From an optimization exercise on the open Yosys and OpenROAD flow, aimed at small area, a short achievable clock period and few clock cycles per item; shortcuts taken in it are not production practice. RTL that was checked went through simulation tests only; none was proved equivalent to the original.

trial 83:
// multiplierIEEE754_verilog
module multiplierIEEE754_verilog(
    op1,
    op2,
    in_rdy,
    res,
    res_rdy,
    clk,
    rst
    );
    input  wire [31:0] op1, op2;
    input  wire clk, in_rdy, rst;
    output reg  [31:0] res;
    output reg  res_rdy;
    wire [7:0]  e1 = op1[30:23];
    wire [7:0]  e2 = op2[30:23];
    wire [22:0] f1 = op1[22:0];
    wire [22:0] f2 = op2[22:0];
    wire        s1 = op1[31];
    wire        s2 = op2[31];
    wire        s  = s1 ^ s2;
    wire e1_max = &e1, e2_max = &e2;
    wire e1_0 = ~|e1, e2_0 = ~|e2;
    wire f1_0 = ~|f1, f2_0 = ~|f2;
    wire nan1 = e1_max & ~f1_0;
    wire nan2 = e2_max & ~f2_0;
    wire inf1 = e1_max & f1_0;
    wire inf2 = e2_max & f2_0;
    wire zer1 = e1_0 & f1_0;
    wire zer2 = e2_0 & f2_0;
    wire [8:0]  sum   = {1'b0, e1} + {1'b0, e2};
    wire [8:0]  t0    = sum - 9'd127;              
    wire        under = (sum < 9'd127);
    wire        dn    = e1_0 | e2_0;               
  ...
export LEC_CHECK = 0
export ABC_AREA = 1
export CAP_MARGIN = 20
export CORE_MARGIN = 2
export CORE_UTILIZATION = 40
export CTS_BUF_LIST = sky130_fd_sc_hd__clkbuf_4 sky130_fd_sc_hd__clkbuf_8
export PLACE_DENSITY = 0.7
export SETUP_SLACK_MARGIN = 2.5
export SLEW_MARGIN = 20
export SYNTH_HIERARCHICAL = 1
create_clock -name core_clock -period 12.0 [get_ports {clk}]
standard.sh (not shown) runs the stock make flow with config.mk's settings and CLKGATE_MAP_FILE= SYNTH_SCRIPT=/design/flow/synth_recipe.tcl, a recipe that flattens the netlist after the stock synthesis.
==> flow/flow/run.sh <==
#!/bin/bash
# The standard layout (the standard.sh, all of ORFS from synthesis to
# finish), except that the input and output ports are buffered with buf_4
# cells instead of the cell buffer_ports picks by itself.
set -euo pipefail
bash standard.sh "BUFFER_PORTS_ARGS=-buffer_cell sky130_fd_sc_hd__buf_4" finish > standard_flow.log 2>&1
Inputs modified between trial 83 and build 30:
--- a/flow/design.v
+++ b/flow/design.v
@@ -52,27 +52,25 @@
     wire        flush = ~extra & (b[8:0] >= 9'd48);
     wire [48:0] pv  = {p, 1'b0};
     wire [56:0] sh5 = rsh[5] ? {32'd0, pv[48:32]} : {8'd0, pv};
     wire [40:0] sh4 = rsh[4] ? sh5[56:16] : sh5[40:0];
     wire [32:0] sh3 = rsh[3] ? sh4[40:8]  : sh4[32:0];
     wire [28:0] sh2 = rsh[2] ? sh3[32:4]  : sh3[28:0];
     wire [26:0] sh1 = rsh[1] ? sh2[28:2]  : sh2[26:0];
     wire [25:0] sh0 = rsh[0] ? sh1[26:1]  : sh1[25:0];
     wire [25:0] y   = flush ? 26'd0 : sh0;
+    wire        late  = extra & ~y[25];
+    wire [24:0] qr    = late ? y[24:0] : y[25:1];
     reg         pend;
-    reg  [25:0] y_r;
-    reg         extra_r;
-    reg  [7:0]  ab_r;
+    reg  [24:0] qr_r;
+    reg  [7:0]  eb_r;
     reg         s_r;
-    wire        late = extra_r & ~y_r[25];
-    wire [24:0] qr_r = late ? y_r[24:0] : y_r[25:1];
-    wire [7:0]  eb_r = ~extra_r ? 8'd0 : (late ? ab_r - 8'd1 : ab_r);
-    wire [7:0]  eb_p = ~extra_r ? 8'd1 : (late ? ab_r : ab_r + 8'd1);
+    wire [7:0]  eb_p = eb_r + 8'd1;
     wire [23:0] x  = pend ? qr_r[24:1] : p[47:24];
     wire        xc = pend ? qr_r[0] : (p[23] & p[22]);
     wire [24:0] q = {x, xc};
     wire [22:0] mr;
     wire        ovf;
     wire pc1;
     pnd u_pc1 (.a(q[1]), .b(q[0]), .y(pc1));
     wire pc2;
     pnd u_pc2 (.a(q[3]), .b(q[2]), .y(pc2));
@@ -204,18 +202,20 @@
     assign mr[21] = ~(x[21] ^ pc51);
     assign mr[22] = x[22] ^ pc52;
     assign ovf = ~pc54;
     wire        sh  = pend | p47;
     wire [22:0] mm  = sh ? mr : p[45:23];
     wire [7:0]  tx0 = t0[7:0];
     wire [7:0]  tx1 = t0[7:0] + 8'd1;
     wire [7:0]  tx2 = t0[7:0] + 8'd2;
     wire [7:0]  ab  = {3'd0, a} - b[7:0];
+    wire [7:0]  abm = ab - 8'd1;
+    wire [7:0]  eb  = ~extra ? 8'd0 : (late ? abm : ab);
     wire [7:0]  te0 = pend ? eb_r : (p47 ? tx1 : tx0);
     wire [7:0]  te1 = pend ? eb_p : tx2;
     wire [7:0]  te  = ovf ? te1 : te0;
     wire special = nan1 | nan2 | inf1 | inf2 | zer1 | zer2 | (e1_0 & e2_0);
     wire slow    = rare & ~special;
     reg [31:0] r;
     always @(*) begin
         if (pend | ~special)
             r = {pend ? s_r : s, te, mm};
@@ -226,22 +226,21 @@
         else if ((inf1 & zer2) | (zer1 & inf2))
             r = 32'hFFC00000;
         else if (inf1 | inf2)
             r = {s, 8'hFF, 23'd0};
         else
             r = {s, 31'd0};
     end
     always @(posedge clk) begin
         res  <= r;
-        y_r     <= y;
-        extra_r <= extra;
-        ab_r    <= ab;
-        s_r     <= s;
+        qr_r <= qr;
+        eb_r <= eb;
+        s_r  <= s;
     end
     always @(posedge clk, posedge rst)
         if (rst) begin
             pend    <= 1'b0;
             res_rdy <= 1'b0;
         end else begin
             pend    <= in_rdy & slow;
             res_rdy <= (in_rdy & ~slow) | pend;
         end
Findings:
In the metrics for build 30 and trial 83, the one carrying the higher met2 wire length is trial 83. Diff trial 83 -> build 30 | number of setup buffers added after CTS | decrease of 1. Build 30 vs. trial 83: register cell area after layout went down; adder-cell share of the synthesized area went down; count of clock buffers in the final design went down; mux contribution to synthesized area went up. Re average routed wire per standard cell: build 30 and trial 83 aren't equal, and the higher value belongs to trial 83. Compared to trial 83, build 30 leaves more free space in the core. Looking at core region area across build 30 and trial 83, the one that comes out lower is trial 83. Cell area | build 30 vs trial 83 | build 30 larger. Combined global-route utilization of all metal layers ended up 1.2 points lower on build 30 than on trial 83. In the metrics for build 30 and trial 83, the one carrying the higher sequential share of layout area is trial 83.
Testbench counts of build 30, summed over its fixed seeds: cycles 6,488, items 3,200.
Only the layout flow was run in trial 83; the RTL was not checked for function there.

static timing again, ports no longer ideal:
The results above use ideal ports. As a check the final layouts listed here were re-extracted and re-timed, cells and wires unchanged. Step 1, drivers: a clkbuf_16 drives clk and a buf_2 each remaining input, both assumed. Step 2 moves the port delays by t, midway between the first and last clock arrival at a register: inputs arrive t later, outputs are due t later. That takes back most of the time a late clock gives input paths. a / b / c = no drivers / after step 1 / after step 2; a / b = the first two.
| run | t, ns | slack for setup (ns) | worst hold slack (ns) | worst slew at a driven data input, ns |
|---|---|---|---|---|
| trial 83 | 0.412 | 2.708 / 2.697 / 2.285 | 0.558 / 0.558 / 0.558 | 0.08 |
| build 30 | 0.437 | 2.862 / 2.829 / 2.392 | 0.645 / 0.645 / 0.645 | 0.08 |
After both steps setup and hold are still met in every run listed. For build 30, which loses most, drivers alone change the setup slack by -0.033 ns; drivers and shift together by -0.470 ns.
